This design comes from an exercise in tuning for small area and a short achievable clock period on the open sky130 flow, not from production work. RTL that was checked went through simulation tests only; none was proved equivalent to the original.

==> module floating_adder, before the edit <==
module floating_adder (
  input  [31:0] a,
  input  [31:0] b,
  output [31:0] r
);
wire        sa = a[31];
wire        sb = b[31];
wire [7:0]  ea = a[30:23];
wire [7:0]  eb = b[30:23];
wire [22:0] fa = a[22:0];
wire [22:0] fb = b[22:0];
wire a_zero = (ea == 8'd0);
wire b_zero = (eb == 8'd0);
wire a_max  = (ea == 8'hFF);
wire b_max  = (eb == 8'hFF);
wire a_inf  = a_max && (fa == 23'd0);
wire b_inf  = b_max && (fb == 23'd0);
wire a_nan  = a_max && (fa != 23'd0);
wire b_nan  = b_max && (fb != 23'd0);
wire sub = sa ^ sb;
wire [8:0] dab = {1'b0, ea} - {1'b0, eb};
wire [8:0] dba = {1'b0, eb} - {1'b0, ea};
wire       a_ge = ~dab[8];
wire [7:0] d  = a_ge ? dab[7:0] : dba[7:0];
wire [7:0]  ex = a_ge ? ea : eb;
wire        sx = a_ge ? sa : sb;
wire        sy = a_ge ? sb : sa;
wire [23:0] mx = a_ge ? {1'b1, fa} : {1'b1, fb};
wire [23:0] my = a_ge ? {1'b1, fb} : {1'b1, fa};
function [4:0] tz24;
  input [23:0] v;
  integer i;
  begin
    tz24 = 5'd23;
    for (i = 22; i >= 0; i = i - 1)
      if (v[i]) tz24 = i[4:0];
  end
endfunction
wire [4:0] tza = tz24({1'b1, fa});
wire [4:0] tzb = tz24({1'b1, fb});
wire [26:0] a27 = {1'b1, fa, 3'b000};
wire [26:0] b27 = {1'b1, fb, 3'b000};
wire        bigab = (dab[7:0] >= 8'd27);
wire        bigba = (dba[7:0] >= 8'd27);
wire [26:0] b_sh  = bigab ? 27'd0 : (b27 >> dab[4:0]);
wire [26:0] a_sh  = bigba ? 27'd0 : (a27 >> dba[4:0]);
wire        stb   = (dab[7:0] > ({3'd0, tzb} + 8'd2));
wire        sta   = (dba[7:0] > ({3'd0, tza} + 8'd2));
wire [26:0] y_al  = a_ge ? {b_sh[26:1], b_sh[0] | stb} : {a_sh[26:1], a_sh[0] | sta};
wire [26:0] x27    = {mx, 3'b000};
wire [27:0] s0 = sub ? ({1'b0, x27} - {1'b0, y_al}) : ({1'b0, x27} + {1'b0, y_al});
reg  [26:0] fn;
reg  [1:0]  fsel;    
always @(*) begin
  if (s0[27]) begin
    fn   = {s0[27:2], s0[1] | s0[0]};
    fsel = 2'd2;
  end else if (s0[26]) begin
    fn   = s0[26:0];
    fsel = 2'd1;
  end else begin
    fn   = {s0[25:0], 1'b0};
    fsel = 2'd0;
  end
end
wire        fg   = fn[2];
wire        fst  = fn[1] | fn[0];
wire [22:0] fm   = fn[25:3];
wire        frnd = fg & (fst | fm[0]);
wire [23:0] fmr  = {1'b0, fm} + {23'd0, frnd};
wire [9:0] fe = {2'b00, ex} - 10'd1 + {8'd0, fsel} + {9'd0, fmr[23]};
reg [31:0] rfar;
always @(*) begin
  if ($signed(fe) >= 10'sd255)
    rfar = {sx, 8'hFF, 23'd0};
  else if ($signed(fe) <= 10'sd0)
    rfar = {sx, 31'd0};
  else
    rfar = {sx, fe[7:0], fmr[22:0]};
end
wire [24:0] cx = {mx, 1'b0};
wire [24:0] cy = d[0] ? {1'b0, my} : {my, 1'b0};
wire [25:0] c1 = {1'b0, cx} - {1'b0, cy};
wire [25:0] c2 = {1'b0, cy} - {1'b0, cx};
wire        cneg = c1[25];
wire [24:0] c  = cneg ? c2[24:0] : c1[24:0];
wire        cs = cneg ? sy : sx;
function [4:0] lz25;
  input [24:0] v;
  integer i;
  begin
    lz25 = 5'd25;
    for (i = 0; i <= 24; i = i + 1)
      if (v[i]) lz25 = 5'd24 - i[4:0];
  end
endfunction
wire [4:0]  clz = lz25(c);
wire [24:0] cn  = c << clz;
wire [8:0]  ce  = {1'b0, ex} - {4'd0, clz};
reg [31:0] rclose;
always @(*) begin
  if (c == 25'd0)
    rclose = 32'd0;
  else if (ce[8] || ce[7:0] == 8'd0)
    rclose = {cs, 31'd0};
  else
    rclose = {cs, ce[7:0], cn[23:1]};
end
wire use_close = sub && (d[7:1] == 7'd0) && !c[24];
reg [31:0] res;
always @(*) begin
  if (a_nan || b_nan || (a_inf && b_inf && (sa != sb)))
    res = 32'h7FC00000;
  else if (a_inf)
    res = a;
  else if (b_inf)
    res = b;
  else if (a_zero && b_zero)
    res = {sa & sb, 31'd0};
  else if (b_zero)
    res = a;
  else if (a_zero)
    res = b;
  else if (use_close)
    res = rclose;
  else
    res = rfar;
end
assign r = res;
endmodule
Settings: LEC_CHECK=0, CAP_MARGIN=20, CORE_MARGIN=2, CORE_UTILIZATION=40, SLEW_MARGIN=20; clock period 12.0 ns.
run.sh (not shown) runs the stock make flow with config.mk's settings and CLKGATE_MAP_FILE= SYNTH_SCRIPT=/design/flow/synth_recipe.tcl, a recipe that flattens the netlist after the stock synthesis.
==> next run, changes <==
--- a/flow/design.v
+++ b/flow/design.v
@@ -96,15 +96,12 @@
 endfunction
 wire [4:0] tza = tz24({1'b1, fa});
 wire [4:0] tzb = tz24({1'b1, fb});
-wire [26:0] a27 = {1'b1, fa, 3'b000};
-wire [26:0] b27 = {1'b1, fb, 3'b000};
-wire        bigab = (dab[7:0] >= 8'd27);
-wire        bigba = (dba[7:0] >= 8'd27);
-wire [26:0] b_sh  = bigab ? 27'd0 : (b27 >> dab[4:0]);
-wire [26:0] a_sh  = bigba ? 27'd0 : (a27 >> dba[4:0]);
-wire        stb   = (dab[7:0] > ({3'd0, tzb} + 8'd2));
-wire        sta   = (dba[7:0] > ({3'd0, tza} + 8'd2));
-wire [26:0] y_al  = a_ge ? {b_sh[26:1], b_sh[0] | stb} : {a_sh[26:1], a_sh[0] | sta};
+wire [4:0] tzy = a_ge ? tzb : tza;
+wire        big    = (d >= 8'd27);
+wire [26:0] y27    = {my, 3'b000};
+wire [26:0] y_sh   = big ? 27'd0 : (y27 >> d[4:0]);
+wire        sticky = ({1'b0, d} > ({4'd0, tzy} + 9'd2));
+wire [26:0] y_al   = {y_sh[26:1], y_sh[0] | sticky};
 wire [26:0] x27    = {mx, 3'b000};
 wire [27:0] s0 = sub ? ({1'b0, x27} - {1'b0, y_al}) : ({1'b0, x27} + {1'b0, y_al});
 reg  [26:0] fn;
Result:
- cell count falls by a few percent
- wire length came out lower by a few percent
- register-to-register slack gets better by 0.21 ns
- first-iteration DRC count increases slightly
Function not checked in the first run of this note: the RTL went through the layout flow alone.

* * *

old:
Another version of the RTL of conv_kernel (not shown whole).
Size: roughly 4,800 cells after synthesis, ~150 flip-flops, ~0.038 mm^2 of cells after synthesis.
==> module floating_adder, before the edit <==
module floating_adder (
  input  [31:0] a,
  input  [31:0] b,
  output [31:0] r
);
wire        sa = a[31];
wire        sb = b[31];
wire [7:0]  ea = a[30:23];
wire [7:0]  eb = b[30:23];
wire [22:0] fa = a[22:0];
wire [22:0] fb = b[22:0];
wire [23:0] ma = {1'b1, fa};
wire [23:0] mb = {1'b1, fb};
wire a_zero = (ea == 8'd0);
wire b_zero = (eb == 8'd0);
wire a_max  = (ea == 8'hFF);
wire b_max  = (eb == 8'hFF);
wire a_inf  = a_max && (fa == 23'd0);
wire b_inf  = b_max && (fb == 23'd0);
wire a_nan  = a_max && (fa != 23'd0);
wire b_nan  = b_max && (fb != 23'd0);
wire sub = sa ^ sb;
wire [8:0] dab  = {1'b0, ea} - {1'b0, eb};
wire [8:0] dba  = {1'b0, eb} - {1'b0, ea};
wire       a_ge = ~dab[8];
wire [7:0]  ex = a_ge ? ea : eb;
wire        sx = a_ge ? sa : sb;
wire [23:0] mx = a_ge ? ma : mb;
function [4:0] tz24;
  input [23:0] v;
  integer i;
  begin
    tz24 = 5'd23;
    for (i = 22; i >= 0; i = i - 1)
      if (v[i]) tz24 = i[4:0];
  end
endfunction
wire [4:0] tza = tz24(ma);
wire [4:0] tzb = tz24(mb);
wire [26:0] a27   = {ma, 3'b000};
wire [26:0] b27   = {mb, 3'b000};
wire        bigab = (dab[7:0] >= 8'd27);
wire        bigba = (dba[7:0] >= 8'd27);
wire [26:0] b_sh  = bigab ? 27'd0 : (b27 >> dab[4:0]);
wire [26:0] a_sh  = bigba ? 27'd0 : (a27 >> dba[4:0]);
wire        stb   = (dab[7:0] > ({3'd0, tzb} + 8'd2));
wire        sta   = (dba[7:0] > ({3'd0, tza} + 8'd2));
wire [26:0] y_al  = a_ge ? {b_sh[26:1], b_sh[0] | stb} : {a_sh[26:1], a_sh[0] | sta};
wire [23:0] zh = sub ? ~y_al[26:3] : y_al[26:3];
wire [2:0]  yl = y_al[2:0];
wire [3:0]  lo = sub ? ({1'b0, ~yl} + 4'd1) : {1'b0, yl};
wire [2:0]  tl = lo[2:0];
wire        c3 = lo[3];
wire [24:0] h0 = {1'b0, mx} + {1'b0, zh};
wire [25:0] h1w = {1'b0, mx, 1'b1} + {1'b0, zh, 1'b1};
wire [24:0] h1  = h1w[25:1];
wire [24:0] h  = c3 ? h1 : h0;
wire caseR = ~sub & h0[24];
wire caseL = sub & ~h[23];
wire caseN = ~caseR & ~caseL;
wire        rR   = h0[0] & ((|tl) | h0[1]);
wire [22:0] fR   = rR ? h1[23:1] : h0[23:1];
wire        rN   = tl[2] & (tl[1] | tl[0] | h0[0]);
wire [22:0] fN   = (rN | c3) ? h1[22:0] : h0[22:0];
wire        oN   = rN & ~c3 & ~h1[23];
wire        rL   = tl[1] & (tl[0] | tl[2]);
wire [22:0] fL   = (rL & tl[2]) ? {h1[21:0], 1'b0} : {h[21:0], tl[2] | rL};
wire        oL   = rL & tl[2] & ~h1[22];
wire [7:0] exm1  = ex - 8'd1;
wire [7:0] exp1  = ex + 8'd1;
wire       ex254 = (ex == 8'd254);
wire       ex1   = (ex == 8'd1);
wire [22:0] mR = ex254 ? 23'd0 : fR;
wire [22:0] mN = fN;
wire [22:0] mL = ex1 ? 23'd0 : fL;
wire [7:0]  eR = ex254 ? 8'hFF : exp1;
wire [7:0]  eN = oN ? eR : ex;
wire [7:0]  eL = oL ? ex : (ex1 ? 8'd0 : exm1);
wire [30:0] pfar = ({31{caseR}} & {eR, mR})
                 | ({31{caseN}} & {eN, mN})
                 | ({31{caseL}} & {eL, mL});
wire [31:0] rfar = {sx, pfar};
wire        e_eq = (ea == eb);
wire        e_a1 = (dab == 9'd1);
wire        e_b1 = (dba == 9'd1);
wire [25:0] cab  = {1'b0, ma, 1'b0} - {2'b00, mb};
wire [25:0] cba  = {1'b0, mb, 1'b0} - {2'b00, ma};
wire [25:0] cea  = {1'b0, ma, 1'b0} - {1'b0, mb, 1'b0};
wire [25:0] ceb  = {1'b0, mb, 1'b0} - {1'b0, ma, 1'b0};
wire        eneg = cea[25];
wire d0   = ~(ea[0] ^ eb[0]);
wire a_gt = (ea > eb);
wire [24:0] c1 = a_gt ? cab[24:0] : cba[24:0];
wire [24:0] c0 = eneg ? ceb[24:0] : cea[24:0];
wire [24:0] c  = d0 ? c0 : c1;
wire        cs = d0 ? (eneg ? sb : sa) : (a_gt ? sa : sb);
wire [31:0] cz = {c, 7'h7F};
reg  [15:0] v1;  reg [15:0] l1;
reg  [7:0]  v2;  reg [15:0] l2;
reg  [3:0]  v3;  reg [11:0] l3;
reg  [1:0]  v4;  reg [7:0]  l4;
reg  [4:0]  clz;
integer k;
always @(*) begin
  for (k = 0; k < 16; k = k + 1) begin
    v1[k] = cz[2*k+1] | cz[2*k];
    l1[k] = ~cz[2*k+1];
  end
  for (k = 0; k < 8; k = k + 1) begin
    v2[k] = v1[2*k+1] | v1[2*k];
    l2[2*k+1 -: 2] = v1[2*k+1] ? {1'b0, l1[2*k+1]} : {1'b1, l1[2*k]};
  end
  for (k = 0; k < 4; k = k + 1) begin
    v3[k] = v2[2*k+1] | v2[2*k];
    l3[3*k+2 -: 3] = v2[2*k+1] ? {1'b0, l2[4*k+3 -: 2]} : {1'b1, l2[4*k+1 -: 2]};
  end
  for (k = 0; k < 2; k = k + 1) begin
    v4[k] = v3[2*k+1] | v3[2*k];
    l4[4*k+3 -: 4] = v3[2*k+1] ? {1'b0, l3[6*k+5 -: 3]} : {1'b1, l3[6*k+2 -: 3]};
  end
  clz = v4[1] ? {1'b0, l4[7:4]} : {1'b1, l4[3:0]};
end
wire [24:0] n16 = clz[4] ? {c[8:0], 16'd0} : c;
wire [24:0] n8  = clz[3] ? {n16[16:0], 8'd0} : n16;
wire [24:0] n4  = clz[2] ? {n8[20:0], 4'd0} : n8;
wire [24:0] n2  = clz[1] ? {n4[22:0], 2'd0} : n4;
wire [24:0] cn  = clz[0] ? {n2[23:0], 1'b0} : n2;
wire [8:0]  ce  = {1'b0, ex} - {4'd0, clz};
wire        czero = e_eq && (fa == fb);
reg [31:0] rclose;
always @(*) begin
  if (czero)
    rclose = 32'd0;
  else if (ce[8] || ce[7:0] == 8'd0)
    rclose = {cs, 31'd0};
  else
    rclose = {cs, ce[7:0], cn[23:1]};
end
wire use_close = sub && (e_eq || e_a1 || e_b1) && !c[24];
reg [31:0] res;
always @(*) begin
  if (a_nan || b_nan || (a_inf && b_inf && (sa != sb)))
    res = 32'h7FC00000;
  else if (a_inf)
    res = a;
  else if (b_inf)
    res = b;
  else if (a_zero && b_zero)
    res = {sa & sb, 31'd0};
  else if (b_zero)
    res = a;
  else if (a_zero)
    res = b;
  else if (use_close)
    res = rclose;
  else
    res = rfar;
end
assign r = res;
endmodule
Settings: LEC_CHECK=0, CAP_MARGIN=20, CORE_MARGIN=2, CORE_UTILIZATION=40, SETUP_SLACK_MARGIN=5, SLEW_MARGIN=20, TNS_END_PERCENT=5; clock period 12.0 ns.
The following lists how new was set up differently from old:
diff --git a/flow/design.v b/flow/design.v
--- a/flow/design.v
+++ b/flow/design.v
@@ -1057,6 +1057,5 @@
 wire        c3 = lo[3];
 wire [24:0] h0 = {1'b0, mx} + {1'b0, zh};
-wire [25:0] h1w = {1'b0, mx, 1'b1} + {1'b0, zh, 1'b1};
-wire [24:0] h1  = h1w[25:1];
+wire [24:0] h1 = {1'b0, mx} + {1'b0, zh} + 25'd1;
 wire [24:0] h  = c3 ? h1 : h0;
 wire caseR = ~sub & h0[24];
@@ -1075,13 +1074,14 @@
 wire       ex254 = (ex == 8'd254);
 wire       ex1   = (ex == 8'd1);
-wire [22:0] mR = ex254 ? 23'd0 : fR;
-wire [22:0] mN = fN;
-wire [22:0] mL = ex1 ? 23'd0 : fL;
-wire [7:0]  eR = ex254 ? 8'hFF : exp1;
-wire [7:0]  eN = oN ? eR : ex;
-wire [7:0]  eL = oL ? ex : (ex1 ? 8'd0 : exm1);
-wire [30:0] pfar = ({31{caseR}} & {eR, mR})
-                 | ({31{caseN}} & {eN, mN})
-                 | ({31{caseL}} & {eL, mL});
+wire [30:0] pR  = ex254 ? {8'hFF, 23'd0} : {exp1, fR};
+wire [30:0] pN0 = {ex, fN};
+wire [30:0] pN1 = ex254 ? {8'hFF, 23'd0} : {exp1, 23'd0};
+wire [30:0] pL0 = ex1 ? 31'd0 : {exm1, fL};
+wire [30:0] pL1 = {ex, 23'd0};
+wire [30:0] pfar = ({31{caseR}}               & pR)
+                 | ({31{caseN & ~oN}}         & pN0)
+                 | ({31{caseN &  oN}}         & pN1)
+                 | ({31{caseL & ~oL}}         & pL0)
+                 | ({31{caseL &  oL}}         & pL1);
 wire [31:0] rfar = {sx, pfar};
 wire        e_eq = (ea == eb);
[summary]
Comparing the two runs side by side, new comes out behind old on maximum achievable frequency.
Between new and old, number of global-route vias before repair is higher for old, new comes in under that.
Diff new and old: shortest clock period the worst path allows after layout higher in new
Against old, new comes in 3.5 points higher on part of the cycle the worst path needs.

re-timing with driven ports:
The flow's constraints put no driver on any port. The routed layouts listed below were extracted and timed again, unchanged, in two steps. Step 1 assumes that a clkbuf_16 drives the clock port and a buf_2 every other input. Step 2 times the ports against the registers' clock, not the clock port: input delays grow and output delays shrink by t, the midpoint of the rising clock arrivals with the driver on. Three values: ideal ports, drivers, drivers and shift; two values: the first two.
| run | shift t [ns] | setup WS [ns] | clock arrival spread, ns | cell pins on the clock port's net |
|---|---|---|---|---|
| the first run of note 1 | 0.564 | 0.603 / 0.603 / 0.603 | 0.019 / 0.019 | 1 |
| the second run of note 1 | 0.552 | 0.817 / 0.817 / 0.817 | 0.018 / 0.018 | 1 |
| old | 0.559 | 5.025 / 5.025 / 5.025 | 0.035 / 0.036 | 1 |
| new | 0.558 | 4.605 / 4.605 / 4.605 | 0.033 / 0.033 | 1 |
After both steps every run listed still meets setup and hold.
